Background: an optimization exercise with open tools, aiming at small area and few clock cycles. Do not read the settings as production practice. Where RTL was checked, it was by simulation tests only, not by an equivalence proof against the original.

==> inputs of job 912 <==
## ALU
module ALU(
    clk,
    rst_n,
    valid,
    ready,
    mode,
    in_A,
    in_B,
    out
);
Settings: LEC_CHECK=0, CAP_MARGIN=5, CORE_MARGIN=2, CORE_UTILIZATION=55, SLEW_MARGIN=5, SYNTH_HIERARCHICAL=1, SYNTH_MINIMUM_KEEP_SIZE=0; clock period 10.0 ns.
standard.sh (not shown) runs the stock make flow with config.mk's settings and CLKGATE_MAP_FILE= SYNTH_SCRIPT=/design/flow/synth_recipe.tcl, a recipe that flattens the netlist after the stock synthesis.
==> flow/flow/run.sh <==
#!/bin/bash
# The standard layout (standard.sh), with one change: the buffers that
# buffer_ports puts on every input and output port are the smallest buffer
# cell instead of the default choice. ORFS's global_place.tcl passes
# BUFFER_PORTS_ARGS to buffer_ports.
set -euo pipefail
export BUFFER_PORTS_ARGS="-buffer_cell sky130_fd_sc_hd__buf_1"
bash standard.sh > standard_run.log 2>&1
==> job 2330 (differences from job 912) <==
- CAP_MARGIN: 5 -> 20
- CORE_UTILIZATION: 55 -> 40
- SLEW_MARGIN: 5 -> 20
==> job 897 (differences from job 912) <==
--- a/flow/design.v
+++ b/flow/design.v
@@ -32,28 +32,29 @@
     reg  [31:0] L;
     reg  [31:0] X_nx, H_nx, L_nx;
     assign ready = ready_;
     assign out   = {H_nx, L_nx};
     wire idle   = (state == IDLE);
     wire start  = idle && valid && !ready_;
-    wire op_mul = (state == MUL);
-    wire op_div = (state == DSRCH) || (state == DSTEP);
+    wire op_mul = idle ? (mode == 2'd0) : (state == MUL);
+    wire op_div = idle ? (mode == 2'd1) : (state == DSRCH) || (state == DSTEP);
     wire srch   = idle ? (mode == 2'd1) : (state == DSRCH);
     wire [31:0] Xi = idle ? in_B : X;
-    wire [31:0] Hi = idle ? in_A : H;
-    wire [K-1:0] m = op_mul ? L[K-1:0] : {{(K-1){1'b0}}, 1'b1};
-    wire [31:0] nHi = ~H;
+    wire [31:0] Hi = idle ? (in_A & {32{mode != 2'd0}}) : H;
+    wire [31:0] Li = idle ? (in_A & {32{mode == 2'd0}}) : L;
+    wire [K-1:0] m = op_mul ? Li[K-1:0] : {{(K-1){1'b0}}, 1'b1};
+    wire [31:0] nHi = ~Hi;
     wire        ncin = ~op_div;
-    wire [31:0] npp0 = ~((X & {32{m[0]}}) ^ {32{op_div}});
-    wire [31:0] npp1 = ~(X & {32{m[1]}});
-    wire [31:0] npp2 = ~(X & {32{m[2]}});
-    wire [31:0] npp3 = ~(X & {32{m[3]}});
-    wire [31:0] npp4 = ~(X & {32{m[4]}});
-    wire [31:0] npp5 = ~(X & {32{m[5]}});
-    wire [31:0] npp6 = ~(X & {32{m[6]}});
-    wire [31:0] npp7 = ~(X & {32{m[7]}});
+    wire [31:0] npp0 = ~((Xi & {32{m[0]}}) ^ {32{op_div}});
+    wire [31:0] npp1 = ~(Xi & {32{m[1]}});
+    wire [31:0] npp2 = ~(Xi & {32{m[2]}});
+    wire [31:0] npp3 = ~(Xi & {32{m[3]}});
+    wire [31:0] npp4 = ~(Xi & {32{m[4]}});
+    wire [31:0] npp5 = ~(Xi & {32{m[5]}});
+    wire [31:0] npp6 = ~(Xi & {32{m[6]}});
+    wire [31:0] npp7 = ~(Xi & {32{m[7]}});
     wire fs0, fc0, fs1, fc1, fs2, fc2, fs3, fc3, fs4, fc4, fs5, fc5, fs6, fc6, fs7, fc7, fs8, fc8, fs9, fc9, fs10, fc10, fs11, fc11, fs12, fc12, fs13, fc13, fs14, fc14, fs15, fc15, fs16, fc16, fs17, fc17, fs18, fc18, fs19, fc19, fs20, fc20, fs21, fc21, fs22, fc22, fs23, fc23, fs24, fc24, fs25, fc25, fs26, fc26, fs27, fc27, fs28, fc28, fs29, fc29, fs30, fc30, fs31, fc31, fs32, fc32, fs33, fc33, fs34, fc34, fs35, fc35, fs36, fc36, fs37, fc37, fs38, fc38, fs39, fc39, fs40, fc40, fs41, fc41, fs42, fc42, fs43, fc43, fs44, fc44, fs45, fc45, fs46, fc46, fs47, fc47, fs48, fc48, fs49, fc49, fs50, fc50, fs51, fc51, fs52, fc52, fs53, fc53, fs54, fc54, fs55, fc55, fs56, fc56, fs57, fc57, fs58, fc58, fs59, fc59, fs60, fc60, fs61, fc61, fs62, fc62, fs63, fc63, fs64, fc64, fs65, fc65, fs66, fc66, fs67, fc67, fs68, fc68, fs69, fc69, fs70, fc70, fs71, fc71, fs72, fc72, fs73, fc73, fs74, fc74, fs75, fc75, fs76, fc76, fs77, fc77, fs78, fc78, fs79, fc79, fs80, fc80, fs81, fc81, fs82, fc82, fs83, fc83, fs84, fc84, fs85, fc85, fs86, fc86, fs87, fc87, fs88, fc88, fs89, fc89, fs90, fc90, fs91, fc91, fs92, fc92, fs93, fc93, fs94, fc94, fs95, fc95, fs96, fc96, fs97, fc97, fs98, fc98, fs99, fc99, fs100, fc100, fs101, fc101, fs102, fc102, fs103, fc103, fs104, fc104, fs105, fc105, fs106, fc106, fs107, fc107, fs108, fc108, fs109, fc109, fs110, fc110, fs111, fc111, fs112, fc112, fs113, fc113, fs114, fc114, fs115, fc115, fs116, fc116, fs117, fc117, fs118, fc118, fs119, fc119, fs120, fc120, fs121, fc121, fs122, fc122, fs123, fc123, fs124, fc124, fs125, fc125, fs126, fc126, fs127, fc127, fs128, fc128, fs129, fc129, fs130, fc130, fs131, fc131, fs132, fc132, fs133, fc133, fs134, fc134, fs135, fc135, fs136, fc136, fs137, fc137, fs138, fc138, fs139, fc139, fs140, fc140, fs141, fc141, fs142, fc142, fs143, fc143, fs144, fc144, fs145, fc145, fs146, fc146, fs147, fc147, fs148, fc148, fs149, fc149, fs150, fc150, fs151, fc151, fs152, fc152, fs153, fc153, fs154, fc154, fs155, fc155, fs156, fc156, fs157, fc157, fs158, fc158, fs159, fc159, fs160, fc160, fs161, fc161, fs162, fc162, fs163, fc163, fs164, fc164, fs165, fc165, fs166, fc166, fs167, fc167, fs168, fc168, fs169, fc169, fs170, fc170, fs171, fc171, fs172, fc172, fs173, fc173, fs174, fc174, fs175, fc175, fs176, fc176, fs177, fc177, fs178, fc178, fs179, fc179, fs180, fc180, fs181, fc181, fs182, fc182, fs183, fc183, fs184, fc184, fs185, fc185, fs186, fc186, fs187, fc187, fs188, fc188, fs189, fc189, fs190, fc190, fs191, fc191, fs192, fc192, fs193, fc193, fs194, fc194, fs195, fc195, fs196, fc196, fs197, fc197, fs198, fc198, fs199, fc199, fs200, fc200, fs201, fc201, fs202, fc202, fs203, fc203, fs204, fc204, fs205, fc205, fs206, fc206, fs207, fc207, fs208, fc208, fs209, fc209, fs210, fc210;
     wire hs0, hc0, hs1, hc1, hs2, hc2, hs3, hc3, hs4, hc4, hs5, hc5, hs6, hc6;
     assign hs0 = ~(nHi[5] ^ npp0[5]);
     assign hc0 = nHi[5] | npp0[5];
     ALU_fa u_fa0 (.a(nHi[6]), .b(npp0[6]), .c(npp1[5]), .s(fs0), .co(fc0));
     assign hs1 = ~(npp2[4] ^ npp3[3]);
@@ -298,34 +299,31 @@
             end
     end
     wire [W-1:0] S = ~(na ^ nb ^ {G[W-2:0], 1'b1});
     wire c1 = S[32];                                    
     wire c2 = srch && !Xi[31] && (cnt != 5'd31) &&
               (Hi[31:32-CW] >= Xi[30:31-CW]);
+    wire load = idle && !op_mul && !c2;
     always @(*) begin
-        if (idle) begin
-            X_nx = c2 ? in_B << 1 : in_B;
-            H_nx = in_A & {32{mode != 2'd0}};
-            L_nx = in_A & {32{mode == 2'd0}};
-        end else if (op_mul) begin
-            X_nx = X;
+        if (op_mul) begin
+            X_nx = Xi;
             H_nx = S[31+K:K];
-            L_nx = {S[K-1:0], L[31:K]};
-        end else if (op_div) begin
-            if (c2) begin
-                X_nx = X << 1;
-                H_nx = H;
+            L_nx = {S[K-1:0], Li[31:K]};
+        end else if (op_div || idle) begin
+            if (c2 || load) begin
+                X_nx = c2 ? Xi << 1 : Xi;
+                H_nx = Hi;
             end else begin
-                X_nx = X >> 1;
-                H_nx = c1 ? S[31:0] : H;
+                X_nx = Xi >> 1;
+                H_nx = c1 ? S[31:0] : Hi;
             end
-            L_nx = {L[30:0], c1 & !c2};
+            L_nx = {Li[30:0], c1 & !c2 & !load};
         end else begin  
-            X_nx = X;
+            X_nx = Xi;
             H_nx = 32'd0;
-            L_nx = (state == LAVG) ? S[32:1] : (H & X);
+            L_nx = (state == LAVG) ? S[32:1] : (Hi & Xi);
         end
     end
     always @(posedge clk) begin
         X <= X_nx;
         H <= H_nx;
         L <= L_nx;
@@ -338,13 +336,17 @@
         end else begin
             ready_ <= 1'b0;
             case (state)
                 IDLE: begin
                     if (start) begin
                         case (mode)
-                            2'd0: state <= MUL;
+                            2'd0: begin
+                                cnt    <= 5'd1;
+                                state  <= MUL;
+                                ready_ <= (NSTEP == 2);
+                            end
                             2'd1: begin
                                 if (c2) begin
                                     cnt   <= 5'd1;
                                     state <= DSRCH;
                                 end else begin
                                     state  <= DSTEP;
- CAP_MARGIN: 5 -> 20
- CORE_UTILIZATION: 55 -> 40
- SLEW_MARGIN: 5 -> 20
==> impl_results.md <==
- Synth Area in Adders: just under 40%
- Inst Count DP: 1780
- Share of cells above drive strength 1: under 10%
- Initial core utilization: 56.0%
- Total track usage: between 30% and 40%
- Routing usage on met2: 56.8%
- Outcome: finished clean
- Largest net degree at the start of global routing: 58
- Fill cell count: approximately 2100
- Cells on worst reg2reg path: 20
- Syn_nets: around 1800
- Critical path buffers and inverters: 3
- Top Metal Used: met4
- Worst Hold End: ready_
- Clk tree area frac: under 10%
[end of results for job 912]
==> impl_results.md <==
- Outcome: complete, but fails checks
- Largest net degree at the start of global routing: 64
- Total track usage: 30.4%
- Critical path buffers and inverters: 9
- Initial core utilization: about two fifths
- Synth Area in Adders: between 30% and 40%
- Routing usage on met2: a little under half
- Fill cell count: between 3000 and 4000
- Cells on worst reg2reg path: 26
- Final setup viols: 35
- Syn_nets: 1934
- Layout check faults: negative setup slack
- Post-route setup slack: -0.260 ns
- Top Metal Used: met5
- Share of cells above drive strength 1: between 20 and 30%
- Worst Hold End: X[31]
- Clk tree area frac: roughly 1.7%
[end of results for job 897]
==> impl_results.md <==
- Cells on worst reg2reg path: 19
- Share of cells above drive strength 1: under 10%
- Total track usage: 27.1%
- Critical path buffers and inverters: 3
- Synth Area in Adders: between 30% and 40%
- Inst Count DP: ~1900
- Top Metal Used: met4
- Fill cell count: 3311
- Syn_nets: roughly 1800
- Routing usage on met2: about 42%
- Outcome: finished clean
[end of results for job 2330]
Testbench counts of job 912, summed over its fixed seeds: cycles 5,537.
Testbench counts of job 2330, summed over its fixed seeds: cycles 5,537.
For job 897, only the layout was checked, not whether the RTL still works.

[what the ideal ports hide]
No port has a modelled driver above. Below, the same layouts with a new extraction and two added sets of constraints. Step 1 (the two cells are an assumption about what drives the block):
set clk [get_ports {clk}]
set_driving_cell -lib_cell sky130_fd_sc_hd__clkbuf_16 $clk
set_driving_cell -lib_cell sky130_fd_sc_hd__buf_2 [delete_from_list [all_inputs] $clk]
Step 2, shift: input delay + t, output delay - t, t = (earliest + latest rising clock arrival at the registers) / 2. This alone moves slack from input paths to output paths. a / b / c = no drivers / after step 1 / after step 2; a / b = the first two.
run | t, ns | setup WS [ns] | clock arrival spread, ns
job 912 | 0.419 | 0.255 / 0.203 / 0.622 | 0.018 / 0.018
job 2330 | 0.432 | 0.332 / 0.284 / 0.716 | 0.018 / 0.018
job 897 | 0.433 | -0.260 / -0.300 / -0.300 | 0.019 / 0.019
The setup slack of job 897, which loses most, moves by -0.040 ns with the drivers and by -0.040 ns with both steps.
